What follows belongs to an exercise in optimizing a design on an open flow for small area and a short achievable clock period; a production flow would make more cautious choices.
The RTL was checked by simulation tests, not by an equivalence proof against the original design.

<file path="design.v">
module softermax (
    input clk,
    input  [79:0] unnormed_in,
    output [319:0] final_softmax
);
    function automatic [15:0] pow_val(input [1:0] f, input [3:0] s, input z);
        logic [15:0] h;
        begin
            case (f)
                2'd0: h = 16'h8000;
                2'd1: h = 16'h6BA2;
                2'd2: h = 16'h5A82;
                default: h = 16'h4C1B;
            endcase
            pow_val = z ? 16'd0 : (h >> s);
        end
    endfunction
    function automatic [39:0] rk0(input [5:0] dl);
        case (dl)
            6'd0: rk0 = 40'h0c05e80fc0;
            6'd1: rk0 = 40'h0c30006001;
            6'd2: rk0 = 40'h0c6018c042;
            6'd3: rk0 = 40'h0c90312083;
            6'd4: rk0 = 40'h0cc04980c4;
            6'd5: rk0 = 40'h0cf061e105;
            6'd6: rk0 = 40'h0d207a4146;
            6'd7: rk0 = 40'h0d5092a187;
            6'd8: rk0 = 40'h0d80ab01c8;
            6'd9: rk0 = 40'h0db0c36209;
            6'd10: rk0 = 40'h0de0dbc24a;
            6'd11: rk0 = 40'h0e10f4228b;
            6'd12: rk0 = 40'h0e410c82cc;
            6'd13: rk0 = 40'h0e7124e30d;
            6'd14: rk0 = 40'h0ea13d434e;
            6'd15: rk0 = 40'h0ed155a38f;
            6'd16: rk0 = 40'h0f016e03d0;
            6'd17: rk0 = 40'h0f31866411;
            6'd18: rk0 = 40'h0f619ec452;
            6'd19: rk0 = 40'h0f91b72493;
            6'd20: rk0 = 40'h0fc1cf84d4;
            6'd21: rk0 = 40'h0ff1e7e515;
            6'd22: rk0 = 40'h1022004556;
            6'd23: rk0 = 40'h105218a597;
            6'd24: rk0 = 40'h10823105d8;
            6'd25: rk0 = 40'h10b2496619;
            6'd26: rk0 = 40'h10e261c65a;
            6'd27: rk0 = 40'h11127a269b;
            6'd28: rk0 = 40'h11429286dc;
            6'd29: rk0 = 40'h1172aae71d;
            6'd30: rk0 = 40'h11a2c3475e;
            6'd31: rk0 = 40'h11d2dba79f;
            6'd32: rk0 = 40'h1202f407e0;
            6'd33: rk0 = 40'h12330c6821;
            6'd34: rk0 = 40'h126324c862;
            6'd35: rk0 = 40'h12933d28a3;
            6'd36: rk0 = 40'h12c35588e4;
            6'd37: rk0 = 40'h12f36de925;
            6'd38: rk0 = 40'h1323864966;
            6'd39: rk0 = 40'h13539ea9a7;
            6'd40: rk0 = 40'h1383b709e8;
            6'd41: rk0 = 40'h13b3cf6a29;
            6'd42: rk0 = 40'h13e3e7ca6a;
            6'd43: rk0 = 40'h1414002aab;
            6'd44: rk0 = 40'h1444188aec;
            6'd45: rk0 = 40'h147430eb2d;
            6'd46: rk0 = 40'h14a4494b6e;
            6'd47: rk0 = 40'h14d461abaf;
            6'd48: rk0 = 40'h15047a0bf0;
            6'd49: rk0 = 40'h1534926c31;
            6'd50: rk0 = 40'h1564aacc72;
            6'd51: rk0 = 40'h1594c32cb3;
            6'd52: rk0 = 40'h15c4db8cf4;
            6'd53: rk0 = 40'h15f4f3ed35;
            6'd54: rk0 = 40'h16250c4d76;
            6'd55: rk0 = 40'h165524adb7;
            6'd56: rk0 = 40'h16853d0df8;
            6'd57: rk0 = 40'h16b5556e39;
            6'd58: rk0 = 40'h16e56dce7a;
            6'd59: rk0 = 40'h1715862ebb;
            6'd60: rk0 = 40'h17459e8efc;
            6'd61: rk0 = 40'h1775b6ef3d;
            6'd62: rk0 = 40'h17a5cf4f7e;
            6'd63: rk0 = 40'h17d5e7afbf;
            default: rk0 = 40'h0;
        endcase
    endfunction
    function automatic [39:0] rk1(input [5:0] dl);
        case (dl)
            6'd0: rk1 = 40'h1806001000;
            6'd1: rk1 = 40'h1865f40fe0;
            6'd2: rk1 = 40'h18c5e80fc0;
            6'd3: rk1 = 40'h1925dc0fa0;
            6'd4: rk1 = 40'h1985d00f80;
            6'd5: rk1 = 40'h19e5c40f60;
            6'd6: rk1 = 40'h1a45b80f40;
            6'd7: rk1 = 40'h1aa5ac0f20;
            6'd8: rk1 = 40'h1b05a00f00;
            6'd9: rk1 = 40'h1b65940ee0;
            6'd10: rk1 = 40'h1bc5880ec0;
            6'd11: rk1 = 40'h1c257c0ea0;
            6'd12: rk1 = 40'h1c85700e80;
            6'd13: rk1 = 40'h1ce5640e60;
            6'd14: rk1 = 40'h1d45580e40;
            6'd15: rk1 = 40'h1da54c0e20;
            6'd16: rk1 = 40'h1e05400e00;
            6'd17: rk1 = 40'h1e65340de0;
            6'd18: rk1 = 40'h1ec5280dc0;
            6'd19: rk1 = 40'h1f251c0da0;
            6'd20: rk1 = 40'h1f85100d80;
            6'd21: rk1 = 40'h1fe5040d60;
            6'd22: rk1 = 40'h2044f80d40;
            6'd23: rk1 = 40'h20a4ec0d20;
            6'd24: rk1 = 40'h2104e00d00;
            6'd25: rk1 = 40'h2164d40ce0;
            6'd26: rk1 = 40'h21c4c80cc0;
            6'd27: rk1 = 40'h2224bc0ca0;
            6'd28: rk1 = 40'h2284b00c80;
            6'd29: rk1 = 40'h22e4a40c60;
            6'd30: rk1 = 40'h2344980c40;
            6'd31: rk1 = 40'h23a48c0c20;
            6'd32: rk1 = 40'h2404800c00;
            6'd33: rk1 = 40'h2464740be0;
            6'd34: rk1 = 40'h24c4680bc0;
            6'd35: rk1 = 40'h25245c0ba0;
            6'd36: rk1 = 40'h2584500b80;
            6'd37: rk1 = 40'h25e4440b60;
            6'd38: rk1 = 40'h2644380b40;
            6'd39: rk1 = 40'h26a42c0b20;
            6'd40: rk1 = 40'h2704200b00;
            6'd41: rk1 = 40'h2764140ae0;
            6'd42: rk1 = 40'h27c4080ac0;
            6'd43: rk1 = 40'h2823fc0aa0;
            6'd44: rk1 = 40'h2883f00a80;
            6'd45: rk1 = 40'h28e3e40a60;
            6'd46: rk1 = 40'h2943d80a40;
            6'd47: rk1 = 40'h29a3cc0a20;
            6'd48: rk1 = 40'h2a03c00a00;
            6'd49: rk1 = 40'h2a63b409e0;
            6'd50: rk1 = 40'h2ac3a809c0;
            6'd51: rk1 = 40'h2b239c09a0;
            6'd52: rk1 = 40'h2b83900980;
            6'd53: rk1 = 40'h2be3840960;
            6'd54: rk1 = 40'h2c43780940;
            6'd55: rk1 = 40'h2ca36c0920;
            6'd56: rk1 = 40'h2d03600900;
            6'd57: rk1 = 40'h2d635408e0;
            6'd58: rk1 = 40'h2dc34808c0;
            6'd59: rk1 = 40'h2e233c08a0;
            6'd60: rk1 = 40'h2e83300880;
            6'd61: rk1 = 40'h2ee3240860;
            6'd62: rk1 = 40'h2f43180840;
            6'd63: rk1 = 40'h2fa30c0820;
            default: rk1 = 40'h0;
        endcase
    endfunction
    function automatic [39:0] rk2(input [5:0] dl);
        case (dl)
            6'd0: rk2 = 40'h30031fe855;
            6'd1: rk2 = 40'h30631c284b;
            6'd2: rk2 = 40'h30c3186841;
            6'd3: rk2 = 40'h312314a837;
            6'd4: rk2 = 40'h318310e82d;
            6'd5: rk2 = 40'h31e30d2823;
            6'd6: rk2 = 40'h3243096819;
            6'd7: rk2 = 40'h32a305a80f;
            6'd8: rk2 = 40'h330301e805;
            6'd9: rk2 = 40'h3362fe27fb;
            6'd10: rk2 = 40'h33c2fa67f1;
            6'd11: rk2 = 40'h3422f6a7e7;
            6'd12: rk2 = 40'h3482f2e7dd;
            6'd13: rk2 = 40'h34e2ef27d3;
            6'd14: rk2 = 40'h3542eb67c9;
            6'd15: rk2 = 40'h35a2e7a7bf;
            6'd16: rk2 = 40'h3602e3e7b5;
            6'd17: rk2 = 40'h3662e027ab;
            6'd18: rk2 = 40'h36c2dc67a1;
            6'd19: rk2 = 40'h3722d8a797;
            6'd20: rk2 = 40'h3782d4e78d;
            6'd21: rk2 = 40'h37e2d12783;
            6'd22: rk2 = 40'h3842cd6779;
            6'd23: rk2 = 40'h38a2c9a76f;
            6'd24: rk2 = 40'h3902c5e765;
            6'd25: rk2 = 40'h3962c2275b;
            6'd26: rk2 = 40'h39c2be6751;
            6'd27: rk2 = 40'h3a22baa747;
            6'd28: rk2 = 40'h3a82b6e73d;
            6'd29: rk2 = 40'h3ae2b32733;
            6'd30: rk2 = 40'h3b42af6729;
            6'd31: rk2 = 40'h3ba2aba71f;
            6'd32: rk2 = 40'h3c02a7e715;
            6'd33: rk2 = 40'h3c62a4270b;
            6'd34: rk2 = 40'h3cc2a06701;
            6'd35: rk2 = 40'h3d229ca6f7;
            6'd36: rk2 = 40'h3d8298e6ed;
            6'd37: rk2 = 40'h3de29526e3;
            6'd38: rk2 = 40'h3e429166d9;
            6'd39: rk2 = 40'h3ea28da6cf;
            6'd40: rk2 = 40'h3f0289e6c5;
            6'd41: rk2 = 40'h3f628626bb;
            6'd42: rk2 = 40'h3fc28266b1;
            6'd43: rk2 = 40'h40227ea6a7;
            6'd44: rk2 = 40'h40827ae69d;
            6'd45: rk2 = 40'h40e2772693;
            6'd46: rk2 = 40'h4142736689;
            6'd47: rk2 = 40'h41a26fa67f;
            6'd48: rk2 = 40'h42026be675;
            6'd49: rk2 = 40'h426268266b;
            6'd50: rk2 = 40'h42c2646661;
            6'd51: rk2 = 40'h432260a657;
            6'd52: rk2 = 40'h43825ce64d;
            6'd53: rk2 = 40'h43e2592643;
            6'd54: rk2 = 40'h4442556639;
            6'd55: rk2 = 40'h44a251a62f;
            6'd56: rk2 = 40'h45024de625;
            6'd57: rk2 = 40'h45624a261b;
            6'd58: rk2 = 40'h45c2466611;
            6'd59: rk2 = 40'h462242a607;
            6'd60: rk2 = 40'h46823ee5fd;
            6'd61: rk2 = 40'h46e23b25f3;
            6'd62: rk2 = 40'h47423765e9;
            6'd63: rk2 = 40'h47a233a5df;
            default: rk2 = 40'h0;
        endcase
    endfunction
    function automatic [39:0] rk3(input [5:0] dl);
        case (dl)
            6'd0: rk3 = 40'h480217e595;
            6'd1: rk3 = 40'h4862160590;
            6'd2: rk3 = 40'h48c214258b;
            6'd3: rk3 = 40'h4922124586;
            6'd4: rk3 = 40'h4982106581;
            6'd5: rk3 = 40'h49e20e857c;
            6'd6: rk3 = 40'h4a420ca577;
            6'd7: rk3 = 40'h4aa20ac572;
            6'd8: rk3 = 40'h4b0208e56d;
            6'd9: rk3 = 40'h4b62070568;
            6'd10: rk3 = 40'h4bc2052563;
            6'd11: rk3 = 40'h4c2203455e;
            6'd12: rk3 = 40'h4c82016559;
            6'd13: rk3 = 40'h4ce1ff8554;
            6'd14: rk3 = 40'h4d41fda54f;
            6'd15: rk3 = 40'h4da1fbc54a;
            6'd16: rk3 = 40'h4e01f9e545;
            6'd17: rk3 = 40'h4e61f80540;
            6'd18: rk3 = 40'h4ec1f6253b;
            6'd19: rk3 = 40'h4f21f44536;
            6'd20: rk3 = 40'h4f81f26531;
            6'd21: rk3 = 40'h4fe1f0852c;
            6'd22: rk3 = 40'h5041eea527;
            6'd23: rk3 = 40'h50a1ecc522;
            6'd24: rk3 = 40'h5101eae51d;
            6'd25: rk3 = 40'h5161e90518;
            6'd26: rk3 = 40'h51c1e72513;
            6'd27: rk3 = 40'h5221e5450e;
            6'd28: rk3 = 40'h5281e36509;
            6'd29: rk3 = 40'h52e1e18504;
            6'd30: rk3 = 40'h5341dfa4ff;
            6'd31: rk3 = 40'h53a1ddc4fa;
            6'd32: rk3 = 40'h5401dbe4f5;
            6'd33: rk3 = 40'h5461da04f0;
            6'd34: rk3 = 40'h54c1d824eb;
            6'd35: rk3 = 40'h5521d644e6;
            6'd36: rk3 = 40'h5581d464e1;
            6'd37: rk3 = 40'h55e1d284dc;
            6'd38: rk3 = 40'h5641d0a4d7;
            6'd39: rk3 = 40'h56a1cec4d2;
            6'd40: rk3 = 40'h5701cce4cd;
            6'd41: rk3 = 40'h5761cb04c8;
            6'd42: rk3 = 40'h57c1c924c3;
            6'd43: rk3 = 40'h5821c744be;
            6'd44: rk3 = 40'h5881c564b9;
            6'd45: rk3 = 40'h58e1c384b4;
            6'd46: rk3 = 40'h5941c1a4af;
            6'd47: rk3 = 40'h59a1bfc4aa;
            6'd48: rk3 = 40'h5a01bde4a5;
            6'd49: rk3 = 40'h5a61bc04a0;
            6'd50: rk3 = 40'h5ac1ba249b;
            6'd51: rk3 = 40'h5b21b84496;
            6'd52: rk3 = 40'h5b81b66491;
            6'd53: rk3 = 40'h5be1b4848c;
            6'd54: rk3 = 40'h5c41b2a487;
            6'd55: rk3 = 40'h5ca1b0c482;
            6'd56: rk3 = 40'h5d01aee47d;
            6'd57: rk3 = 40'h5d61ad0478;
            6'd58: rk3 = 40'h5dc1ab2473;
            6'd59: rk3 = 40'h5e21a9446e;
            6'd60: rk3 = 40'h5e81a76469;
            6'd61: rk3 = 40'h5ee1a58464;
            6'd62: rk3 = 40'h5f41a3a45f;
            6'd63: rk3 = 40'h5fa1a1c45a;
            default: rk3 = 40'h0;
        endcase
    endfunction
    function automatic [39:0] rk4(input [5:0] dl);
        case (dl)
            6'd0: rk4 = 40'h6001932433;
            6'd1: rk4 = 40'h6061920430;
            6'd2: rk4 = 40'h60c190e42d;
            6'd3: rk4 = 40'h61218fc42a;
            6'd4: rk4 = 40'h61818ea427;
            6'd5: rk4 = 40'h61e18d8424;
            6'd6: rk4 = 40'h62418c6421;
            6'd7: rk4 = 40'h62a18b441e;
            6'd8: rk4 = 40'h63018a241b;
            6'd9: rk4 = 40'h6361890418;
            6'd10: rk4 = 40'h63c187e415;
            6'd11: rk4 = 40'h642186c412;
            6'd12: rk4 = 40'h648185a40f;
            6'd13: rk4 = 40'h64e184840c;
            6'd14: rk4 = 40'h6541836409;
            6'd15: rk4 = 40'h65a1824406;
            6'd16: rk4 = 40'h6601812403;
            6'd17: rk4 = 40'h6661800400;
            6'd18: rk4 = 40'h66c17ee3fd;
            6'd19: rk4 = 40'h67217dc3fa;
            6'd20: rk4 = 40'h67817ca3f7;
            6'd21: rk4 = 40'h67e17b83f4;
            6'd22: rk4 = 40'h68417a63f1;
            6'd23: rk4 = 40'h68a17943ee;
            6'd24: rk4 = 40'h69017823eb;
            6'd25: rk4 = 40'h69617703e8;
            6'd26: rk4 = 40'h69c175e3e5;
            6'd27: rk4 = 40'h6a2174c3e2;
            6'd28: rk4 = 40'h6a8173a3df;
            6'd29: rk4 = 40'h6ae17283dc;
            6'd30: rk4 = 40'h6b417163d9;
            6'd31: rk4 = 40'h6ba17043d6;
            6'd32: rk4 = 40'h6c016f23d3;
            6'd33: rk4 = 40'h6c616e03d0;
            6'd34: rk4 = 40'h6cc16ce3cd;
            6'd35: rk4 = 40'h6d216bc3ca;
            6'd36: rk4 = 40'h6d816aa3c7;
            6'd37: rk4 = 40'h6de16983c4;
            6'd38: rk4 = 40'h6e416863c1;
            6'd39: rk4 = 40'h6ea16743be;
            6'd40: rk4 = 40'h6f016623bb;
            6'd41: rk4 = 40'h6f616503b8;
            6'd42: rk4 = 40'h6fc163e3b5;
            6'd43: rk4 = 40'h702162c3b2;
            6'd44: rk4 = 40'h708161a3af;
            6'd45: rk4 = 40'h70e16083ac;
            6'd46: rk4 = 40'h71415f63a9;
            6'd47: rk4 = 40'h71a15e43a6;
            6'd48: rk4 = 40'h72015d23a3;
            6'd49: rk4 = 40'h72615c03a0;
            6'd50: rk4 = 40'h72c15ae39d;
            6'd51: rk4 = 40'h732159c39a;
            6'd52: rk4 = 40'h738158a397;
            6'd53: rk4 = 40'h73e1578394;
            6'd54: rk4 = 40'h7441566391;
            6'd55: rk4 = 40'h74a155438e;
            6'd56: rk4 = 40'h750154238b;
            6'd57: rk4 = 40'h7561530388;
            6'd58: rk4 = 40'h75c151e385;
            6'd59: rk4 = 40'h762150c382;
            6'd60: rk4 = 40'h76814fa37f;
            6'd61: rk4 = 40'h76e14e837c;
            6'd62: rk4 = 40'h77414d6379;
            6'd63: rk4 = 40'h77a14c4376;
            default: rk4 = 40'h0;
        endcase
    endfunction
    function automatic [39:0] rk5(input [5:0] dl);
        case (dl)
            6'd0: rk5 = 40'h780142e35d;
            6'd1: rk5 = 40'h786142235b;
            6'd2: rk5 = 40'h78c1416359;
            6'd3: rk5 = 40'h792140a357;
            6'd4: rk5 = 40'h79813fe355;
            6'd5: rk5 = 40'h79e13f2353;
            6'd6: rk5 = 40'h7a413e6351;
            6'd7: rk5 = 40'h7aa13da34f;
            6'd8: rk5 = 40'h7b013ce34d;
            6'd9: rk5 = 40'h7b613c234b;
            6'd10: rk5 = 40'h7bc13b6349;
            6'd11: rk5 = 40'h7c213aa347;
            6'd12: rk5 = 40'h7c8139e345;
            6'd13: rk5 = 40'h7ce1392343;
            6'd14: rk5 = 40'h7d41386341;
            6'd15: rk5 = 40'h7da137a33f;
            6'd16: rk5 = 40'h7e0136e33d;
            6'd17: rk5 = 40'h7e6136233b;
            6'd18: rk5 = 40'h7ec1356339;
            6'd19: rk5 = 40'h7f2134a337;
            6'd20: rk5 = 40'h7f8133e335;
            6'd21: rk5 = 40'h7fe1332333;
            6'd22: rk5 = 40'h8041326331;
            6'd23: rk5 = 40'h80a131a32f;
            6'd24: rk5 = 40'h810130e32d;
            6'd25: rk5 = 40'h816130232b;
            6'd26: rk5 = 40'h81c12f6329;
            6'd27: rk5 = 40'h82212ea327;
            6'd28: rk5 = 40'h82812de325;
            6'd29: rk5 = 40'h82e12d2323;
            6'd30: rk5 = 40'h83412c6321;
            6'd31: rk5 = 40'h83a12ba31f;
            6'd32: rk5 = 40'h84012ae31d;
            6'd33: rk5 = 40'h84612a231b;
            6'd34: rk5 = 40'h84c1296319;
            6'd35: rk5 = 40'h852128a317;
            6'd36: rk5 = 40'h858127e315;
            6'd37: rk5 = 40'h85e1272313;
            6'd38: rk5 = 40'h8641266311;
            6'd39: rk5 = 40'h86a125a30f;
            6'd40: rk5 = 40'h870124e30d;
            6'd41: rk5 = 40'h876124230b;
            6'd42: rk5 = 40'h87c1236309;
            6'd43: rk5 = 40'h882122a307;
            6'd44: rk5 = 40'h888121e305;
            6'd45: rk5 = 40'h88e1212303;
            6'd46: rk5 = 40'h8941206301;
            6'd47: rk5 = 40'h89a11fa2ff;
            6'd48: rk5 = 40'h8a011ee2fd;
            6'd49: rk5 = 40'h8a611e22fb;
            6'd50: rk5 = 40'h8ac11d62f9;
            6'd51: rk5 = 40'h8b211ca2f7;
            6'd52: rk5 = 40'h8b811be2f5;
            6'd53: rk5 = 40'h8be11b22f3;
            6'd54: rk5 = 40'h8c411a62f1;
            6'd55: rk5 = 40'h8ca119a2ef;
            6'd56: rk5 = 40'h8d0118e2ed;
            6'd57: rk5 = 40'h8d611822eb;
            6'd58: rk5 = 40'h8dc11762e9;
            6'd59: rk5 = 40'h8e2116a2e7;
            6'd60: rk5 = 40'h8e8115e2e5;
            6'd61: rk5 = 40'h8ee11522e3;
            6'd62: rk5 = 40'h8f411462e1;
            6'd63: rk5 = 40'h8fa113a2df;
            default: rk5 = 40'h0;
        endcase
    endfunction
    function automatic [39:0] rk6(input [5:0] dl);
        case (dl)
            6'd0: rk6 = 40'h90010b62c9;
            6'd1: rk6 = 40'h90610b02c8;
            6'd2: rk6 = 40'h90c10aa2c7;
            6'd3: rk6 = 40'h91210a42c6;
            6'd4: rk6 = 40'h918109e2c5;
            6'd5: rk6 = 40'h91e10982c4;
            6'd6: rk6 = 40'h92410922c3;
            6'd7: rk6 = 40'h92a108c2c2;
            6'd8: rk6 = 40'h93010862c1;
            6'd9: rk6 = 40'h93610802c0;
            6'd10: rk6 = 40'h93c107a2bf;
            6'd11: rk6 = 40'h94210742be;
            6'd12: rk6 = 40'h948106e2bd;
            6'd13: rk6 = 40'h94e10682bc;
            6'd14: rk6 = 40'h95410622bb;
            6'd15: rk6 = 40'h95a105c2ba;
            6'd16: rk6 = 40'h96010562b9;
            6'd17: rk6 = 40'h96610502b8;
            6'd18: rk6 = 40'h96c104a2b7;
            6'd19: rk6 = 40'h97210442b6;
            6'd20: rk6 = 40'h978103e2b5;
            6'd21: rk6 = 40'h97e10382b4;
            6'd22: rk6 = 40'h98410322b3;
            6'd23: rk6 = 40'h98a102c2b2;
            6'd24: rk6 = 40'h99010262b1;
            6'd25: rk6 = 40'h99610202b0;
            6'd26: rk6 = 40'h99c101a2af;
            6'd27: rk6 = 40'h9a210142ae;
            6'd28: rk6 = 40'h9a8100e2ad;
            6'd29: rk6 = 40'h9ae10082ac;
            6'd30: rk6 = 40'h9b410022ab;
            6'd31: rk6 = 40'h9ba0ffc2aa;
            6'd32: rk6 = 40'h9c00ff62a9;
            6'd33: rk6 = 40'h9c60ff02a8;
            6'd34: rk6 = 40'h9cc0fea2a7;
            6'd35: rk6 = 40'h9d20fe42a6;
            6'd36: rk6 = 40'h9d80fde2a5;
            6'd37: rk6 = 40'h9de0fd82a4;
            6'd38: rk6 = 40'h9e40fd22a3;
            6'd39: rk6 = 40'h9ea0fcc2a2;
            6'd40: rk6 = 40'h9f00fc62a1;
            6'd41: rk6 = 40'h9f60fc02a0;
            6'd42: rk6 = 40'h9fc0fba29f;
            6'd43: rk6 = 40'ha020fb429e;
            6'd44: rk6 = 40'ha080fae29d;
            6'd45: rk6 = 40'ha0e0fa829c;
            6'd46: rk6 = 40'ha140fa229b;
            6'd47: rk6 = 40'ha1a0f9c29a;
            6'd48: rk6 = 40'ha200f96299;
            6'd49: rk6 = 40'ha260f90298;
            6'd50: rk6 = 40'ha2c0f8a297;
            6'd51: rk6 = 40'ha320f84296;
            6'd52: rk6 = 40'ha380f7e295;
            6'd53: rk6 = 40'ha3e0f78294;
            6'd54: rk6 = 40'ha440f72293;
            6'd55: rk6 = 40'ha4a0f6c292;
            6'd56: rk6 = 40'ha500f66291;
            6'd57: rk6 = 40'ha560f60290;
            6'd58: rk6 = 40'ha5c0f5a28f;
            6'd59: rk6 = 40'ha620f5428e;
            6'd60: rk6 = 40'ha680f4e28d;
            6'd61: rk6 = 40'ha6e0f4828c;
            6'd62: rk6 = 40'ha740f4228b;
            6'd63: rk6 = 40'ha7a0f3c28a;
            default: rk6 = 40'h0;
        endcase
    endfunction
    function automatic [39:0] rk7(input [5:0] dl);
        case (dl)
            6'd0: rk7 = 40'ha80457eb95;
            6'd1: rk7 = 40'ha864578b94;
            6'd2: rk7 = 40'ha8c4572b93;
            6'd3: rk7 = 40'ha92456cb92;
            6'd4: rk7 = 40'ha984566b91;
            6'd5: rk7 = 40'ha9e4560b90;
            6'd6: rk7 = 40'haa4455ab8f;
            6'd7: rk7 = 40'haaa4554b8e;
            6'd8: rk7 = 40'hab0454eb8d;
            6'd9: rk7 = 40'hab64548b8c;
            6'd10: rk7 = 40'habc4542b8b;
            6'd11: rk7 = 40'hac2453cb8a;
            6'd12: rk7 = 40'hac84536b89;
            6'd13: rk7 = 40'hace4530b88;
            6'd14: rk7 = 40'had4452ab87;
            6'd15: rk7 = 40'hada4524b86;
            6'd16: rk7 = 40'hae0451eb85;
            6'd17: rk7 = 40'hae64518b84;
            6'd18: rk7 = 40'haec4512b83;
            6'd19: rk7 = 40'haf2450cb82;
            6'd20: rk7 = 40'haf84506b81;
            6'd21: rk7 = 40'hafe4500b80;
            6'd22: rk7 = 40'hb0444fab7f;
            6'd23: rk7 = 40'hb0a44f4b7e;
            6'd24: rk7 = 40'hb1044eeb7d;
            6'd25: rk7 = 40'hb1644e8b7c;
            6'd26: rk7 = 40'hb1c44e2b7b;
            6'd27: rk7 = 40'hb2244dcb7a;
            6'd28: rk7 = 40'hb2844d6b79;
            6'd29: rk7 = 40'hb2e44d0b78;
            6'd30: rk7 = 40'hb3444cab77;
            6'd31: rk7 = 40'hb3a44c4b76;
            6'd32: rk7 = 40'hb4044beb75;
            6'd33: rk7 = 40'hb4644b8b74;
            6'd34: rk7 = 40'hb4c44b2b73;
            6'd35: rk7 = 40'hb5244acb72;
            6'd36: rk7 = 40'hb5844a6b71;
            6'd37: rk7 = 40'hb5e44a0b70;
            6'd38: rk7 = 40'hb64449ab6f;
            6'd39: rk7 = 40'hb6a4494b6e;
            6'd40: rk7 = 40'hb70448eb6d;
            6'd41: rk7 = 40'hb764488b6c;
            6'd42: rk7 = 40'hb7c4482b6b;
            6'd43: rk7 = 40'hb82447cb6a;
            6'd44: rk7 = 40'hb884476b69;
            6'd45: rk7 = 40'hb8e4470b68;
            6'd46: rk7 = 40'hb94446ab67;
            6'd47: rk7 = 40'hb9a4464b66;
            6'd48: rk7 = 40'hba0445eb65;
            6'd49: rk7 = 40'hba64458b64;
            6'd50: rk7 = 40'hbac4452b63;
            6'd51: rk7 = 40'hbb2444cb62;
            6'd52: rk7 = 40'hbb84446b61;
            6'd53: rk7 = 40'hbbe4440b60;
            6'd54: rk7 = 40'hbc4443ab5f;
            6'd55: rk7 = 40'hbca4434b5e;
            6'd56: rk7 = 40'hbd0442eb5d;
            6'd57: rk7 = 40'hbd64428b5c;
            6'd58: rk7 = 40'hbdc4422b5b;
            6'd59: rk7 = 40'hbe2441cb5a;
            6'd60: rk7 = 40'hbe84416b59;
            6'd61: rk7 = 40'hbee4410b58;
            6'd62: rk7 = 40'hbf4440ab57;
            6'd63: rk7 = 40'hbfa4404b56;
            default: rk7 = 40'h0;
        endcase
    endfunction
    genvar i, j;
    logic [9:0][6:0] key0;
    logic [9:0][5:0] u0;
    logic [9:0][1:0] f0;
    generate
        for (i = 0; i < 10; i++) begin : g_in
            wire [5:0] w = unnormed_in[8*i+2 +: 6] ^ 6'h20;
            wire       nz = |unnormed_in[8*i +: 2];
            wire       wrap = (&w) & nz;
            assign key0[i] = wrap ? 7'd0 : {w, nz};
            assign u0[i] = w + {5'd0, nz};
            assign f0[i] = 2'd0 - unnormed_in[8*i +: 2];
        end
    endgenerate
    logic [9:0] top;
    logic [9:0][9:0] gt;    
    generate
        for (i = 0; i < 10; i++) begin : g_gt
            for (j = i + 1; j < 10; j++) begin : g_pair
                assign gt[j][i] = key0[j] > key0[i];
            end
        end
        for (i = 0; i < 10; i++) begin : g_top
            wire [9:0] ok;
            for (j = 0; j < 10; j++) begin : g_ok
                if (j < i) begin : g_before
                    assign ok[j] = gt[i][j];
                end else if (j > i) begin : g_after
                    assign ok[j] = ~gt[j][i];
                end else begin : g_self
                    assign ok[j] = 1'b1;
                end
            end
            assign top[i] = &ok;
        end
    endgenerate
    logic [5:0] m0;
    always_comb begin
        m0 = 6'd0;
        for (int k = 0; k < 10; k++) m0 = m0 | ({6{top[k]}} & u0[k]);
    end
    logic [9:0][3:0] s0;
    logic [9:0]      z0;
    generate
        for (i = 0; i < 10; i++) begin : g_s
            wire [6:0] u16 = {1'b0, u0[i]} + 7'd16;
            assign s0[i] = m0[3:0] - u0[i][3:0];
            assign z0[i] = {1'b0, m0} >= u16;
        end
    endgenerate
    logic [9:0][1:0] f_q;
    logic [9:0][3:0] s_q;
    logic [9:0]      z_q;
    always_ff @(posedge clk) begin
        f_q <= f0;
        s_q <= s0;
        z_q <= z0;
    end
    logic [9:0][15:0] p1;
    generate
        for (i = 0; i < 10; i++) begin : g_p
            assign p1[i] = pow_val(f_q[i], s_q[i], z_q[i]);
        end
    endgenerate
    wire [18:0] sum1 = p1[0] + p1[1] + p1[2] + p1[3] + p1[4]
                     + p1[5] + p1[6] + p1[7] + p1[8] + p1[9];
    wire [9:0] d1 = sum1[18:9];
    wire [3:0] k1 = d1[9:6];
    wire [5:0] dl1 = d1[5:0];
    logic [7:0][39:0] tk1;
    assign tk1[0] = rk0(dl1);
    assign tk1[1] = rk1(dl1);
    assign tk1[2] = rk2(dl1);
    assign tk1[3] = rk3(dl1);
    assign tk1[4] = rk4(dl1);
    assign tk1[5] = rk5(dl1);
    assign tk1[6] = rk6(dl1);
    assign tk1[7] = rk7(dl1);
    logic [9:0]  rh;
    logic [12:0] rl;
    logic [11:0] rh3;
    logic [14:0] rl3;
    always_comb begin
        rh = 10'd0;
        {rh3, rl3, rl} = 40'd0;
        if (k1 <= 4'd7) begin
            rh = (k1 == 4'd0) ? {4'd1, dl1} : {d1[8:0], 1'b0};
            {rh3, rl3, rl} = tk1[k1[2:0]];
        end else if (k1 == 4'd8) begin
            rl3 = 15'd2901;
            rl  = 13'd967;
        end else if (k1 == 4'd9) begin
            rl3 = 15'd2592;
            rl  = 13'd864;
        end
    end
    logic [9:0][15:0] p_q;
    logic [9:0]  rh_q;
    logic [12:0] rl_q;
    logic [11:0] rh3_q;
    logic [14:0] rl3_q;
    always_ff @(posedge clk) begin
        p_q   <= p1;
        rh_q  <= rh;
        rl_q  <= rl;
        rh3_q <= rh3;
        rl3_q <= rl3;
    end
    wire [24:0] r2 = {rh_q, 2'b00, rl_q};
    wire [26:0] r3 = {rh3_q, rl3_q};
    logic [9:0][31:0] y2;
    logic [9:0][7:0][31:0] rows;
    generate
        for (i = 0; i < 10; i++) begin : g_mul
            genvar t;
            for (t = 0; t < 8; t++) begin : g_row
                wire [1:0] dg = p_q[i][2*t+1 -: 2];
                wire sel1 = dg == 2'd1;
                wire sel2 = dg == 2'd2;
                wire sel3 = dg == 2'd3;
                wire [26:0] m = ({27{sel1}} & {2'b00, r2})
                              | ({27{sel2}} & {1'b0, r2, 1'b0})
                              | ({27{sel3}} & r3);
                assign rows[i][t] = {5'd0, m} << (2*t);
            end
            assign y2[i] = rows[i][0] + rows[i][1] + rows[i][2] + rows[i][3]
                         + rows[i][4] + rows[i][5] + rows[i][6] + rows[i][7];
        end
    endgenerate
    logic [319:0] y_q;
    always_ff @(posedge clk) y_q <= y2;
    assign final_softmax = y_q;
endmodule
</file>
<file path="flow/run.sh">
#!/bin/bash
# The standard layout (the standard.sh: the standard synthesis, then ORFS from
# floorplan to finish) with two changes to how it is made:
#  - ORFS's timing repair is asked to keep a setup margin, so that it sizes and
#    buffers the worst paths (the SDC and clock period stay the design's);
#  - every port is still buffered, but with a plain buffer cell rather than the
#    delay cell buffer_ports picks on its own.
# Each tool's output is in standard_flow.log and in ORFS's own logs under orfs/logs.
set -euo pipefail
bash standard.sh SETUP_SLACK_MARGIN=11 TNS_END_PERCENT=0 \
  "BUFFER_PORTS_ARGS=-buffer_cell sky130_fd_sc_hd__buf_1" finish > standard_flow.log 2>&1
</file>
<file path="standard.sh">
#!/bin/bash
# synth_recipe.tcl (not shown) runs the flow's synth.tcl, then flattens the netlist and writes it again
# the make line also repeats each setting of config.mk as NAME=value (left out here)
make -C /OpenROAD-flow-scripts/flow DESIGN_CONFIG=/design/flow/config.mk WORK_HOME=/design/flow/orfs CLKGATE_MAP_FILE= SYNTH_SCRIPT=/design/flow/synth_recipe.tcl "${@:-finish}"
</file>
<file path="config.mk">
export PLATFORM = sky130hd
export DESIGN_NAME = softermax
export DESIGN_NICKNAME = softermax
export VERILOG_FILES = /design/flow/design.v
export SDC_FILE = /design/flow/constraint.sdc
export NUM_CORES = 4
export LEC_CHECK = 0
export ABC_AREA = 1
export CAP_MARGIN = 20
export CORE_MARGIN = 2
export CORE_UTILIZATION = 40
export SLEW_MARGIN = 20
</file>
<file path="constraint.sdc">
create_clock -name core_clock -period 17.5 [get_ports {clk}]
set_input_delay 3.5000 -clock core_clock [delete_from_list [all_inputs] [get_ports {clk}]]
set_output_delay 3.5000 -clock core_clock [all_outputs]
set_load 0.01 [all_outputs]
</file>
==> summary.txt, run 1 <==
status finished clean; yosys warns 1; EDFF count, synth 0; Post-DP HPWL 358 mm; Top FF cell, synth dfxtp_1; first-iteration detailed-routing DRC count 15500; Synth Area in Simple Gates 0.123; setup tns final 0 ns; Yosys cell types 62; Slew @ Worst Pin 1.19 ns; fraction of layout cells with a size suffix above 1 0.116; Remaining DRCs 0; Clk Latency, worst-skew pair 0.82 ns; number of endpoints failing setup at the final stage 0; fmax 139 MHz; CTS sink count 598; antenna violations before repair 29; DR vias 110000; Yosys top cell area share 0.251; core area 262000 µm²; CP arrival 7.80 ns; CTS tree done; largest family of logic cells by synthesized area adder cells; fin crit share 0.410; gr ovfl total 0; Seq/Total Area, Yosys 0.114; Cells after Synth 13900; Rows 188; Final Hold Violating Endpoints 0; Max Clock Skew 0.0674 ns; CTS Buf Count 80; CP max FO 33; final core utilization 0.458; CP startpoint kind flop; Initial Utilization 0.401; Cell Area, Synth 105000 µm²; clk slew on worst S/H paths 0.07 ns; post-DR vias/cell 6.26; nets 16400; fill count 26300; Post-Synth Adder-Cell Area 0.378; critical path's top delay family adder cells; syn avg cell area 7.57 µm²; DR WL/cell 28.8 µm; Die H 516 µm; global-route wire length before repair 723 mm; Die ar. 267000 µm²; DRT antenna net count 0; Routability Congestion 1.03; Synth area leaders fa_1 25%, ha_1 13%, dfxtp_1 11%; CP max-delay cell dfxtp_4; most used cell, CP fa_1; Area growth syn-to-layout 14.2%; Clock Path Buffers 3; CP max stage delay 0.87 ns; GRT Total Usage 0.364; crit path kind reg2reg; Die W 516 µm; CTS Hold Bufs 0; Max Slew Vio Count 0; Port Buffers 400; CP cell instances clkinv_4, buf_4, o221ai_1, fa_1, fa_1, inv_1, fa_1, inv_1, fa_1, ha_1, nand2_1, nor2_1, nor2_1, o221ai_1, a21oi_1, nor3_1, nand2_1, o2111ai_1, a21oi_1, o21bai_1, xnor2_1; largest net degree at the start of global routing 74; max-cap viol count 0; xor/xnor cell area share of the yosys netlist 0.0326; most frequent cell after synthesis inv_1; area leader, netlist fa_1; area occupied by multi-input gates 84400 µm²; total area of sequential cells 12100 µm²; CP endpoint kind flop; share of flip-flops with an asynchronous set or reset 0; Critical Path RT 18.12 ns; Compound-Gate Fraction of Synth Area 0.231; mux contribution to synthesized area 0.0000953; vias in the first global route 106000; root buffer cell clkbuf_16; DR pass1 iterations 9; RSZ-0062 raised after global routing true; WL final 505 mm; worst hold path class reg2reg; relative slew slack 0.206; Buffers & Inverters on Critical Path 4; io pins 401; flops & latches, synth 598; synth cell count leaders 2302 x inv_1, 2106 x nand2_1, 1489 x a21oi_1, 1314 x fa_1, 1140 x o22ai_1; H-tree Lvls 3; syn nets 16300; Tmin final 7.17 ns
## state kept, by name, summed over array words and instances, names as in the netlist
signal  cells
z_q        10
rl_q       13
rh3_q      12
rh_q       10
f_q        20
rl3_q      13
p_q       160
s_q        40
y_q       320
## path summary, 6_finish.rpt
check           start      end  slack [ns]  cells past startpoint
max reg2reg  rl_q[10]  y_q[95]       10.33                     21
max          rl_q[10]  y_q[95]       10.33                     21
min reg2reg    z_q[2]  p_q[38]        0.59                      1
min            z_q[2]  p_q[38]        0.59                      1
## routing by layer
metal,GRT usage,routed length (µm),up-vias
met4,0.236,41800,25
li1,-,-,47100
met3,0.123,71500,2380
met2,0.525,203000,8664
met5,0,358,-
met1,0.461,188000,51700
## layout by cell type, fill, tap and decap left out, types with 50 or more instances in the layout
cell type and instances:
o22ai_1 1127, a21oi_1 1441, o221ai_1 601, clkbuf_16 86, fa_1 1299, ha_1 1001, nand3_1 278, nor2_1 415
nand2_2 76, buf_4 486, xnor2_1 145, nor2_2 63, buf_1 361, inv_1 2189, o21ai_1 86, ha_4 60
nand2_4 72, xor2_1 235, a31oi_1 52, nand2_1 1950, o21ai_0 302, nor3_1 50, dfxtp_1 533, inv_2 68
nand4_1 70
## cells by family after synthesis
family	count (synthesis)
DFF	598
xor gates and xnor gates	387
adders and majority gates	2386
AOI/OAI and AO/OA	3965
buffers and inverters	3339
and+or+nand+nor	3183
muxes	1
## area by class of cell
class                           count  share of cell area
Antenna cell                       26            0.000543
Clock buffer                      104              0.0187
Clock inverter                     42             0.00475
Inverter                         2348              0.0759
Multi-Input combinational cell   9923               0.704
Sequential cell                   598               0.101
Tap cell                         3515              0.0367
Timing Repair Buffer              982              0.0578
Timing Repair inverter              4            0.000209
## worst register-to-register path, stage by stage (launching register included)
cell and delay [ns]:
dfxtp_4 0.87, clkinv_4 0.57, buf_4 0.52, o221ai_1 0.35, fa_1 0.52, fa_1 0.52, inv_1 0.05, fa_1 0.52
inv_1 0.06, fa_1 0.44, ha_1 0.35, nand2_1 0.12, nor2_1 0.05, nor2_1 0.20, o221ai_1 0.19, a21oi_1 0.44
nor3_1 0.13, nand2_1 0.08, o2111ai_1 0.21, a21oi_1 0.23, o21bai_1 0.09, xnor2_1 0.46
## per-stage QoR
step	hold slack [ns]	std cells	setup WS, ns	instance area, µm²
2_1_floorplan	0.427	13900	10.56	105000
3_3_place_gp	0.584	17100	8.28	110000
3_5_place_dp	0.576	17100	8.36	110000
4_1_cts	0.574	17400	10.53	117000
5_1_grt	0.596	17500	10.35	120000
6_report	0.593	17500	10.33	120000
## timing repair
action                                  4_1_cts  5_1_grt
pin swaps                                   103      137
hold endpoints to repair                      0        0
cloned                                        9        9
gates resized for setup                     667      569
endpoints found under the setup margin      195      197
setup buffers                               158      109
==> run 2: changes to the inputs <==
==> flow/run.sh (replaced) <==
#!/bin/bash
# The standard layout (the standard.sh: the standard synthesis, then ORFS from
# floorplan to finish) with these changes to how it is made:
#  - after the standard synthesis, fapol.py sets the polarity of each full adder
#    (a full adder is self-dual) so that fewer inverters sit between adders; it
#    touches only inverters and adder input wiring, never a register or port;
#  - every port is still buffered, but with a plain buffer cell rather than the
#    delay cell buffer_ports picks on its own;
#  - ORFS's timing repair is asked to keep a setup margin, so that it sizes and
#    buffers the worst paths (the SDC and clock period stay the design's).
# Each tool's output goes to a log of its own here (synth.log, fapol.log,
# layout.log) and to ORFS's logs under orfs/logs.
set -euo pipefail
RES=orfs/results/${FLOW_PLATFORM:-sky130hd}/softermax/base
bash standard.sh synth > synth.log 2>&1
if python3 flow/fapol.py "$RES/1_2_yosys.v" "$RES/1_2_yosys.fapol.v" > fapol.log 2>&1; then
  cp "$RES/1_2_yosys.v" "$RES/1_2_yosys.standard.v"
  mv "$RES/1_2_yosys.fapol.v" "$RES/1_2_yosys.v"
  rm -f "$RES/1_synth.odb" "$RES/1_synth.sdc"
fi
bash standard.sh SETUP_SLACK_MARGIN=11 TNS_END_PERCENT=0 \
  "BUFFER_PORTS_ARGS=-buffer_cell sky130_fd_sc_hd__buf_1" finish > layout.log 2>&1
==> flow/fapol.py (new file) <==
#!/usr/bin/env python3
"""Re-balance the polarity of full adders in a flat gate netlist.

A full adder is self-dual: FA(~a, ~b, ~c) = (~sum, ~cout). Yosys' adder
extraction leaves an inverter between many adders. This script removes every
inverter, picks for each full adder whether it works on true or complemented
signals (greedy local search that lowers the number of signals needed in both
polarities), and puts back one inverter for each signal that some pin needs
complemented. Registers, ports and all other cells are kept as they are.

usage: fapol.py IN.v OUT.v  (used by run.sh on the standard synthesis netlist)
"""
import re, sys, random

src = open(sys.argv[1]).read()
cell_re = re.compile(r'^  (sky130_fd_sc_hd__\w+) (\S+)\s+\((.*?)\n  \);\n', re.S | re.M)
pin_re = re.compile(r'\.(\w+)\(([^()]*)\)')
OUTPINS = {'X', 'Y', 'Q', 'Q_N', 'SUM', 'COUT', 'HI', 'LO'}

cells = []
for m in cell_re.finditer(src):
    typ, name, body = m.group(1), m.group(2), m.group(3)
    pins = [(p, n.strip()) for p, n in pin_re.findall(body)]
    cells.append([typ, name, pins, m.start(), m.end()])

def is_inv(typ):
    return re.fullmatch(r'sky130_fd_sc_hd__(inv|clkinv)_\d+', typ) is not None
def is_fa(typ):
    return typ == 'sky130_fd_sc_hd__fa_1' or re.fullmatch(r'sky130_fd_sc_hd__fa_\d+', typ)

hdr = src[:src.index(');') + 2]
portnames = set(re.findall(r'\b(\w+)\b', hdr.split('(', 1)[1]))
def is_port_net(n):
    base = n.split('[')[0].strip().lstrip('\\')
    return base in portnames

driver = {}
loads = {}
for ci, (typ, name, pins, s, e) in enumerate(cells):
    for p, n in pins:
        if p in OUTPINS:
            driver[n] = (ci, p)
        else:
            loads.setdefault(n, []).append((ci, p))

inv_cells = set()
for ci, c in enumerate(cells):
    if is_inv(c[0]):
        outn = dict(c[2])['Y']
        if is_port_net(outn):
            continue  # keep inverters that drive ports
        inv_cells.add(ci)

# root and parity of each net seen through removable inverters
memo = {}
def root(n):
    if n in memo:
        return memo[n]
    seen = 0
    r, par = n, 0
    while r in driver and driver[r][0] in inv_cells:
        ci = driver[r][0]
        r = dict(cells[ci][2])['A']
        par ^= 1
        seen += 1
        if seen > 1000:
            raise SystemExit('inverter loop')
    memo[n] = (r, par)
    return memo[n]

fa_cells = [ci for ci, c in enumerate(cells) if is_fa(c[0])]
fa_set = set(fa_cells)
mode = {ci: 0 for ci in fa_cells}

# consumers of each root: list of (ci, pin, parity)
cons = {}
for ci, c in enumerate(cells):
    if ci in inv_cells:
        continue
    for p, n in c[2]:
        if p in OUTPINS:
            continue
        r, par = root(n)
        cons.setdefault(r, []).append((ci, p, par))
# ports that read a net (outputs): nets that are ports and are read through inverters
# are handled by keeping such inverters (above); a port net read directly is a root.

def drv_q(r):
    d = driver.get(r)
    if d and d[0] in fa_set:
        return mode[d[0]]
    return 0

def root_cost(r):
    q = drv_q(r)
    for ci, p, par in cons.get(r, ()):
        m = mode[ci] if ci in fa_set else 0
        if par ^ m ^ q:
            return 1
    return 0

# roots touched by each FA (its inputs' roots and its outputs)
touch = {}
for ci in fa_cells:
    rs = set()
    for p, n in cells[ci][2]:
        if p in OUTPINS:
            rs.add(n)
        else:
            rs.add(root(n)[0])
    touch[ci] = rs

before = sum(root_cost(r) for r in cons)
random.seed(1)
for it in range(20):
    changed = 0
    order = fa_cells[:]
    random.shuffle(order)
    for ci in order:
        rs = touch[ci]
        c0 = sum(root_cost(r) for r in rs)
        mode[ci] ^= 1
        c1 = sum(root_cost(r) for r in rs)
        if c1 < c0:
            changed += 1
        else:
            mode[ci] ^= 1
    if not changed:
        break
after = sum(root_cost(r) for r in cons)
sys.stderr.write(f'inverters kept for ports: {sum(1 for ci, c in enumerate(cells) if is_inv(c[0])) - len(inv_cells)}; removable {len(inv_cells)}; '
                 f'signals needing an inverter: before {before}, after {after}; adders flipped {sum(mode.values())}\n')

# rewrite
def esc(n):
    return n + ' ' if n.startswith('\\') else n
newnets = []
newcells = []
neg = {}
def negnet(r):
    if r not in neg:
        base = r.lstrip('\\').replace('[', '_').replace(']', '_').replace('.', '_').replace(' ', '')
        nn = f'_fapol_n{len(neg)}_'
        neg[r] = nn
        newnets.append(nn)
        newcells.append(f'  sky130_fd_sc_hd__inv_1 _fapol_i{len(neg)}_ (\n    .A({esc(r)}),\n    .Y({nn})\n  );\n')
    return neg[r]

out = []
pos = 0
for ci, (typ, name, pins, s, e) in enumerate(cells):
    out.append(src[pos:s])
    pos = e
    if ci in inv_cells:
        continue
    newpins = []
    for p, n in pins:
        if p in OUTPINS:
            newpins.append((p, n))
        else:
            r, par = root(n)
            m = mode[ci] if ci in fa_set else 0
            need = par ^ m ^ drv_q(r)
            newpins.append((p, negnet(r) if need else r))
    body = ',\n'.join(f'    .{p}({esc(n)})' for p, n in newpins)
    out.append(f'  {typ} {esc(name)} (\n{body}\n  );\n')
out.append(src[pos:])
res = ''.join(out)
# declare new nets and add new cells before endmodule
decl = ''.join(f'  wire {n};\n' for n in newnets)
i = res.index(';', res.index('module')) + 1
res = res[:i] + '\n' + decl + res[i + 1:]
j = res.rindex('endmodule')
res = res[:j] + ''.join(newcells) + res[j:]
open(sys.argv[2], 'w').write(res)
==> run 2 against run 1 <==
Still clean on timing, DRC and antenna. Worst hold slack got worse by 0.091 ns. Cell count down 4.6%. Global-route usage is 0.28 points higher. Worst setup slack better by 0.012 ns. Register-to-register slack about the same. Routed wire length down 2.1%. Clock-buffer cell count up 1. Non-clock buffer count fell by 3. Utilization is 0.18 points lower. Design area fell by 3.2%. Via count is 1.8% lower.
==> summary.txt, run 2 <==
relative slew slack 0.0959; Post-DP HPWL 347 mm; DR pass1 iterations 8; CP cell instances clkinv_4, buf_6, buf_4, o22ai_1, a21oi_1, inv_1, fa_1, fa_1, fa_1, fa_1, ha_1, nand2_1, inv_1, nand3_1, nor3_1, nand4_1, nand3_1, nand4_1, nand3_1, xor2_1; Rows 185; vias in the first global route 105000; io pins 401; met1 wire length 181 mm; core area 254000 µm²; Initial Utilization 0.403; syn avg cell area 7.77 µm²; CP startpoint kind flop; Routability Congestion 1.12; setup tns final 0 ns; global-route wire length before repair 713 mm; fmax 140 MHz; DR WL met3 75.8 mm; Slew @ Worst Pin 1.36 ns; worst hold path class reg2reg; CTS sink count 598; GRT Total Usage 0.366; Non-Filler Instances 16700; Critical Path RT 18.04 ns; CP arrival 7.70 ns; Clock Path Buffers 3; Max Clock Skew 0.0726 ns; Max Slew Vio Count 0; crit path kind reg2reg; commonest non-fill, non-tap cell in the layout nand2_1; status finished clean; H-tree Lvls 3; fin crit share 0.409; yosys warns 1; nets 15700; first-iteration detailed-routing DRC count 15700; Die W 510 µm; hold slack 0.502 ns; most frequent cells in the layout 1980 x nand2_1, 1547 x inv_1, 1461 x a21oi_1; Tmin final 7.16 ns; CP endpoint kind flop; post-DR vias/cell 6.44; largest reg by FF count y_q; Port Buffers 400; CP max stage delay 0.91 ns; CTS tree done; syn nets 15700; number of endpoints failing setup at the final stage 0; RSZ-0062 raised after global routing true; Clk Latency, worst-skew pair 0.78 ns; fraction of layout cells with a size suffix above 1 0.112; clk slew on worst S/H paths 0.06 ns; DR vias 108000; WL final 494 mm; largest net degree at the start of global routing 98; CTS Buf Count 81; placed insts 16300; top layer in use met5; antenna violations before repair 39; CP max-delay cell xor2_1; Cells after Synth 13200; Die H 510 µm; DR WL/cell 29.5 µm; CP max FO 28; DRT antenna net count 0; root buffer cell clkbuf_16; Remaining DRCs 0; max-cap viol count 0; r2r setup slk 10.34 ns; most used cell, CP fa_1; CTS Hold Bufs 0; Largest regs y_q: 320 flops, p_q: 160 flops, s_q: 40 flops; gr ovfl total 0; Cell Area, Synth 102000 µm²; Final Hold Violating Endpoints 0; Die ar. 260000 µm²; max reg flops 320; Area growth syn-to-layout 13.3%; WL met2 195 mm
run 2: critical path, delay by kind of cell (launching register included):
| family | cells | cell delay, ns |
|---|---|---|
| AOI/OAI and AO/OA | 2 | 0.33 |
| xor gates and xnor gates | 1 | 0.91 |
| adders and majority gates | 5 | 2.43 |
| buffers and inverters | 5 | 1.45 |
| DFF | 1 | 0.49 |
| and+or+nand+nor | 7 | 1.28 |
run 2: layer usage:
| metal | vias up | GRT usage |
|---|---|---|
| met5 | - | 0.000365 |
| met4 | 26 | 0.253 |
| met3 | 2488 | 0.150 |
| met2 | 9069 | 0.512 |
| met1 | 50500 | 0.457 |
| li1 | 45700 | - |
run 2: what timing repair did:
action                     4_1_cts  5_1_grt
buffers inserted               179       74
setup endpoints to repair      181      186
pin swaps                      128      109
cloned                           8        3
resized for setup              680      308
run 2: cell type report:
class / instances / area, µm²
flip-flops and latches: 598 / 12100
diodes: 40 / 100
clock buffers: 105 / 2300
fillers: 25400 / 138000
well taps: 3366 / 4210
repair buffers: 979 / 6720
clock inverters: 43 / 554
multi-input cells: 9925 / 83500
inverters: 1682 / 6520
run 2: through the flow:
step,cell area [µm²],setup slack (ns),util
5_1_grt,116000,10.21,0.456
4_1_cts,114000,10.67,0.449
6_report,116000,10.34,0.456
3_5_place_dp,107000,8.61,0.421
2_1_floorplan,103000,10.56,-
3_3_place_gp,107000,8.57,0.421
run 2: final timing paths:
path / from / end / cells past startpoint
max reg2reg: rl_q[10] / y_q[94] / 20
max: rl_q[10] / y_q[94] / 20
min reg2reg: z_q[2] / p_q[38] / 1
min: z_q[2] / p_q[38] / 1
==> run 3: changes to the inputs <==
--- a/config.mk
+++ b/config.mk
@@ -8,5 +8,5 @@
 export ABC_AREA = 1
-export CAP_MARGIN = 20
+export CAP_MARGIN = 10
 export CORE_MARGIN = 2
 export CORE_UTILIZATION = 40
-export SLEW_MARGIN = 20
+export SLEW_MARGIN = 10
==> run 3 against run 2 <==
Global-route usage unchanged. Critical path type unchanged. Die area unchanged. Still clean. Utilization about the same. Area after synthesis unchanged.
==> summary.txt, run 3 <==
status finished clean; CP max stage delay 0.70 ns; DRT antenna net count 0; Min-Delay Startpoint z_q[2]; critical path's top delay family adder cells; GR Util met3 0.150; largest net degree at the start of global routing 98; worst hold path class reg2reg; largest reg by FF count y_q; Remaining DRCs 0; DR pass1 iterations 10; H-tree Lvls 3; CTS Buf Count 81; relative slew slack 0.0458; CP cell instances clkinv_2, buf_6, buf_4, o221ai_1, ha_1, inv_1, fa_1, inv_1, fa_1, fa_1, ha_1, a21oi_1, o21ai_0, a21oi_1, inv_1, a21oi_1, xnor2_1; WP depth 17; origin of the critical flop-to-flop path rl_q[11]; design area 116000 µm²; Critical Path RT 18.04 ns; DR vias 108000; met2 Use GR 0.512; max reg flops 320; vias in the first global route 105000; Port Buffers 400; nets 15700; Clk Latency, worst-skew pair 0.78 ns; clk slew on worst S/H paths 0.06 ns; Cell Area, Synth 102000 µm²; GRT Total Usage 0.366; Routability Congestion 1.12; io pins 401; gr ovfl total 0; hold slack 0.498 ns; CTS Hold Bufs 0; core area 254000 µm²; antenna violations before repair 39; FF-to-FF End y_q[91]; Rows 185; CTS tree done; Die ar. 260000 µm²; RSZ-0062 raised after global routing true; fmax 137 MHz; crit path kind reg2reg; placed cell area 107000 µm²; CP startpoint kind flop; CTS sink count 598; WL final 494 mm; GRT busiest layer met2; Hold Path Sink p_q[38]; first-iteration detailed-routing DRC count 15400; Max Clock Skew 0.0715 ns; met1 GRT Util 0.457; r2r setup slk 10.20 ns; Final Hold Violating Endpoints 0; Cells after Synth 13200; fraction of layout cells with a size suffix above 1 0.112; global-route wire length before repair 713 mm; number of endpoints failing setup at the final stage 0; yosys warns 1; syn nets 15700; Tmin final 7.30 ns; worst r2r path cells 17; Initial Utilization 0.403; Slew @ Worst Pin 1.42 ns; post-DR vias/cell 6.45; fill count 25400; most frequent cells in the layout 1980 x nand2_1, 1547 x inv_1, 1461 x a21oi_1; Die W 510 µm; CP endpoint kind flop; hold depth 1; Post-DP HPWL 347 mm; commonest non-fill, non-tap cell in the layout nand2_1; root buffer cell clkbuf_16; Buffers & Inverters on Critical Path 6; CP max-delay cell a21oi_1; DR WL/cell 29.5 µm; max-cap viol count 0; fin crit share 0.417; syn avg cell area 7.77 µm²; CP arrival 7.84 ns; Largest regs y_q: 320 flops, p_q: 160 flops, s_q: 40 flops; CP max FO 43; Area growth syn-to-layout 13.3%; Max Slew Vio Count 0; Clock Path Buffers 3; Die H 510 µm; setup tns final 0 ns
## run 3: how the worst max path moves through the flow
stage | to | slack (ns) | from
finish | y_q[91] | 10.20 | rl_q[11]
global route | rl3_q[9] | 10.21 | f_q[10]
CTS | z_q[1] | 10.67 | unnormed_in[27]
detailed placement | z_q[2] | 8.61 | unnormed_in[8]
global placement | z_q[2] | 8.57 | unnormed_in[8]
floorplan | z_q[8] | 10.56 | unnormed_in[72]
## run 3: stage by stage
| step | setup slack (ns) | util | cells |
|---|---|---|---|
| after detailed placement | 8.61 | 0.421 | 16300 |
| after CTS | 10.67 | 0.449 | 16600 |
| after floorplan | 10.56 | - | 13200 |
| after global routing | 10.21 | 0.456 | 16700 |
| after global placement | 8.57 | 0.421 | 16300 |
| final | 10.20 | 0.456 | 16700 |
## run 3: layout make-up
type	count	area [µm²]	area share
Clock inverter	43	554	0.00478
Multi-Input combinational cell	9925	83500	0.720
Antenna cell	44	110	0.000949
Sequential cell	598	12100	0.104
Tap cell	3366	4210	0.0363
Inverter	1682	6520	0.0561
Timing Repair Buffer	978	6720	0.0579
Clock buffer	105	2300	0.0198
## run 3: per-layer routing
layer	wire length, µm	share of wire	up-vias
li1	-	-	45700
met1	182000	0.37	50600
met2	194000	0.39	9089
met3	75200	0.15	2544
met4	42800	0.087	22
met5	182	0.00037	-
## run 3: repair_timing
action | 4_1_cts | 5_1_grt
hold endpoints to repair | 0 | 0
gates resized for setup | 680 | 308
cloned | 8 | 3
pin swaps | 128 | 109
endpoints found under the setup margin | 181 | 186
buffers inserted | 179 | 74
==> run 4: changes to the inputs <==
--- a/design.v
+++ b/design.v
@@ -688,3 +688,3 @@
                 wire sel2 = dg == 2'd2;
-                wire sel3 = dg == 2'd3;
+                wire sel3 = (t < 7) && (dg == 2'd3);
                 wire [26:0] m = ({27{sel1}} & {2'b00, r2})
--- a/config.mk
+++ b/config.mk
@@ -8,5 +8,5 @@
 export ABC_AREA = 1
-export CAP_MARGIN = 10
+export CAP_MARGIN = 20
 export CORE_MARGIN = 2
 export CORE_UTILIZATION = 40
-export SLEW_MARGIN = 10
+export SLEW_MARGIN = 20
==> run 4 against run 3 <==
Clock skew fell by 0.0071 ns. Flip-flop and latch count did not move. Critical path depth rose by 11. Global-route usage fell by 0.10 points. Worst setup slack improved by 0.30 ns. Clock-buffer cell count fell by 15. Still clean. Worst hold slack improved by 0.046 ns. Utilization rose by 0.53 points. Fmax rose by 4.4%. Cell count fell by 0.97%. Register-to-register slack improved by 0.41 ns.
==> summary.txt, run 4 <==
GRT busiest layer met2; CTS sink count 598; RSZ-0062 raised after global routing true; Worst Setup Slack, final 10.51 ns; placed cell area 106000 µm²; Critical Path RT 18.17 ns; commonest non-fill, non-tap cell in the layout nand2_1; worst hold path class reg2reg; nets 15600; worst r2r path cells 33; yosys warns 1; clk slew on worst S/H paths 0.06 ns; largest reg by FF count y_q; design area 116000 µm²; fraction of layout cells with a size suffix above 1 0.130; Routability Congestion 1.07; global-route wire length before repair 703 mm; Max Slew Vio Count 0; DR vias 107000; gr ovfl total 0; setup tns final 0 ns; CP endpoint kind flop; Initial Utilization 0.403; placed insts 16100; Die W 507 µm; CP Launch Point unnormed_in[48]; hold depth 1; post-DR vias/cell 6.44; WL final 489 mm; Max Clock Skew 0.0644 ns; Cells after Synth 13000; Buffers & Inverters on Critical Path 9; Clk Latency, worst-skew pair 0.82 ns; CP startpoint kind input pin; FF-to-FF End rl_q[7]; antenna violations before repair 33; Port Buffers 400; Min-Delay Startpoint z_q[5]; crit path kind in2reg; CTS tree done; fmax 143 MHz; met2 Use GR 0.514; Rows 184; Area growth syn-to-layout 14.6%; fill count 25000; CP max-delay cell fa_2; DR pass1 iterations 10; most frequent cells in the layout 1853 x nand2_1, 1563 x inv_1, 1390 x a21oi_1; DP Worst Slack 8.66 ns; core area 252000 µm²; Non-Filler Instances 16600; Cell Area, Synth 101000 µm²; max reg flops 320; io pins 401; CTS Buf Count 79; Tmin final 6.99 ns; root buffer cell clkbuf_16; total area of sequential cells 12100 µm²; H-tree Lvls 3; Hold Path Sink p_q[83]; fin crit share 0.400; DR WL/cell 29.5 µm; most used cell, CP nand2_1; largest net degree at the start of global routing 64; Die ar. 257000 µm²; origin of the critical flop-to-flop path f_q[6]; GRT Total Usage 0.365; relative slew slack 0.212; Post-DP HPWL 338 mm; vias in the first global route 104000; final core utilization 0.462; Slew @ Worst Pin 1.18 ns; DRT antenna net count 0; critical path's top delay family simple AND/OR/NAND/NOR gates; Largest regs y_q: 320 flops, p_q: 160 flops, s_q: 40 flops; CP max FO 10; syn nets 15500; max-cap viol count 0; GR Util met3 0.134; syn avg cell area 7.78 µm²; hold slack 0.544 ns; Clock Path Buffers 3; status finished clean; r2r setup slk 10.61 ns; Final Hold Violating Endpoints 0; CP max stage delay 0.60 ns; number of endpoints failing setup at the final stage 0; CP arrival 7.67 ns; Remaining DRCs 0; Die H 507 µm; area occupied by multi-input gates 83400 µm²; first-iteration detailed-routing DRC count 16000; met1 GRT Util 0.466
[run 4: changes by cell type in the layout (fill, tap and decap cells not counted), sizes merged, moves of 28 or more]
cell	change
a21oi	-51
o22ai	+132
inv	+34
nor3	-28
nand2	-95
o221ai	-134
[run 4: routing by layer]
metal | wire [µm] | part of all wire
met1 | 183000 | 0.37
met2 | 195000 | 0.40
met3 | 71700 | 0.15
met4 | 40000 | 0.082
met5 | 121 | 0.00025
[run 4: how the worst max path moves through the flow]
| stage | end | slack [ns] | cells past startpoint |
|---|---|---|---|
| 2_1_floorplan | z_q[1] | 10.34 | 31 |
| 5_1_grt | z_q[2] | 10.40 | 32 |
| 3_5_place_dp | rh_q[5] | 8.66 | 32 |
| 4_1_cts | z_q[9] | 10.68 | 27 |
| 3_3_place_gp | rh_q[2] | 8.67 | 32 |
| 6_report | s_q[1] | 10.51 | 28 |
[run 4: area by class of cell]
cell class,instances,share of cell area
diodes,42,0.000905
flip-flops and latches,598,0.104
repair buffers,990,0.0579
inverters,1724,0.0583
clock inverters,52,0.00563
well taps,3348,0.0361
repair inverters,5,0.000291
clock buffers,90,0.0184
multi-input cells,9730,0.718
[run 4: worst reg2reg max path, delay by kind of cell (launching register included)]
| kind | cells | cell delay, ns |
|---|---|---|
| adders and majority gates | 6 | 2.87 |
| and+or+nand+nor | 15 | 1.82 |
| buffers and inverters | 7 | 0.89 |
| AOI/OAI and AO/OA | 5 | 0.85 |
| DFF | 1 | 0.35 |
[run 4: repair_timing]
item | in CTS | in global routing
hold buffers | 0 | 0
buffers inserted | 204 | 109
gates cloned | 10 | 5
resized for setup | 784 | 524
pin swaps | 129 | 201
endpoints found under the setup margin | 175 | 174

## static timing again, ports no longer ideal
Ports are ideal in the flow. The routed layouts listed here were re-timed in OpenROAD.
Step 1: set_driving_cell puts a clkbuf_16 on clk and a buf_2 on each other input, an assumption about the parent block.
Step 2 adds t to the input delays and takes it off the output delays; t is the mean of the earliest and latest rising clock arrival at the registers after step 1. Input paths then give back, and output paths get back, about the clock's delay inside the block.
a / b / c = no drivers / after step 1 / after step 2; a / b = the first two.
run | t, ns | setup slack, ns | worst setup path at the end | worst slew at a driven data input, ns
run 1 | 0.872 | 10.327 / 10.327 / 9.717 | input to register | 0.10
run 2 | 0.854 | 10.339 / 10.339 / 9.695 | input to register | 0.05
run 3 | 0.855 | 10.202 / 10.202 / 9.700 | input to register | 0.05
run 4 | 0.873 | 10.506 / 10.579 / 9.706 | input to register | 0.11
After both steps every run listed still meets setup and hold. The setup slack of run 4, which loses most, moves by +0.073 ns with the drivers and by -0.800 ns with both steps.
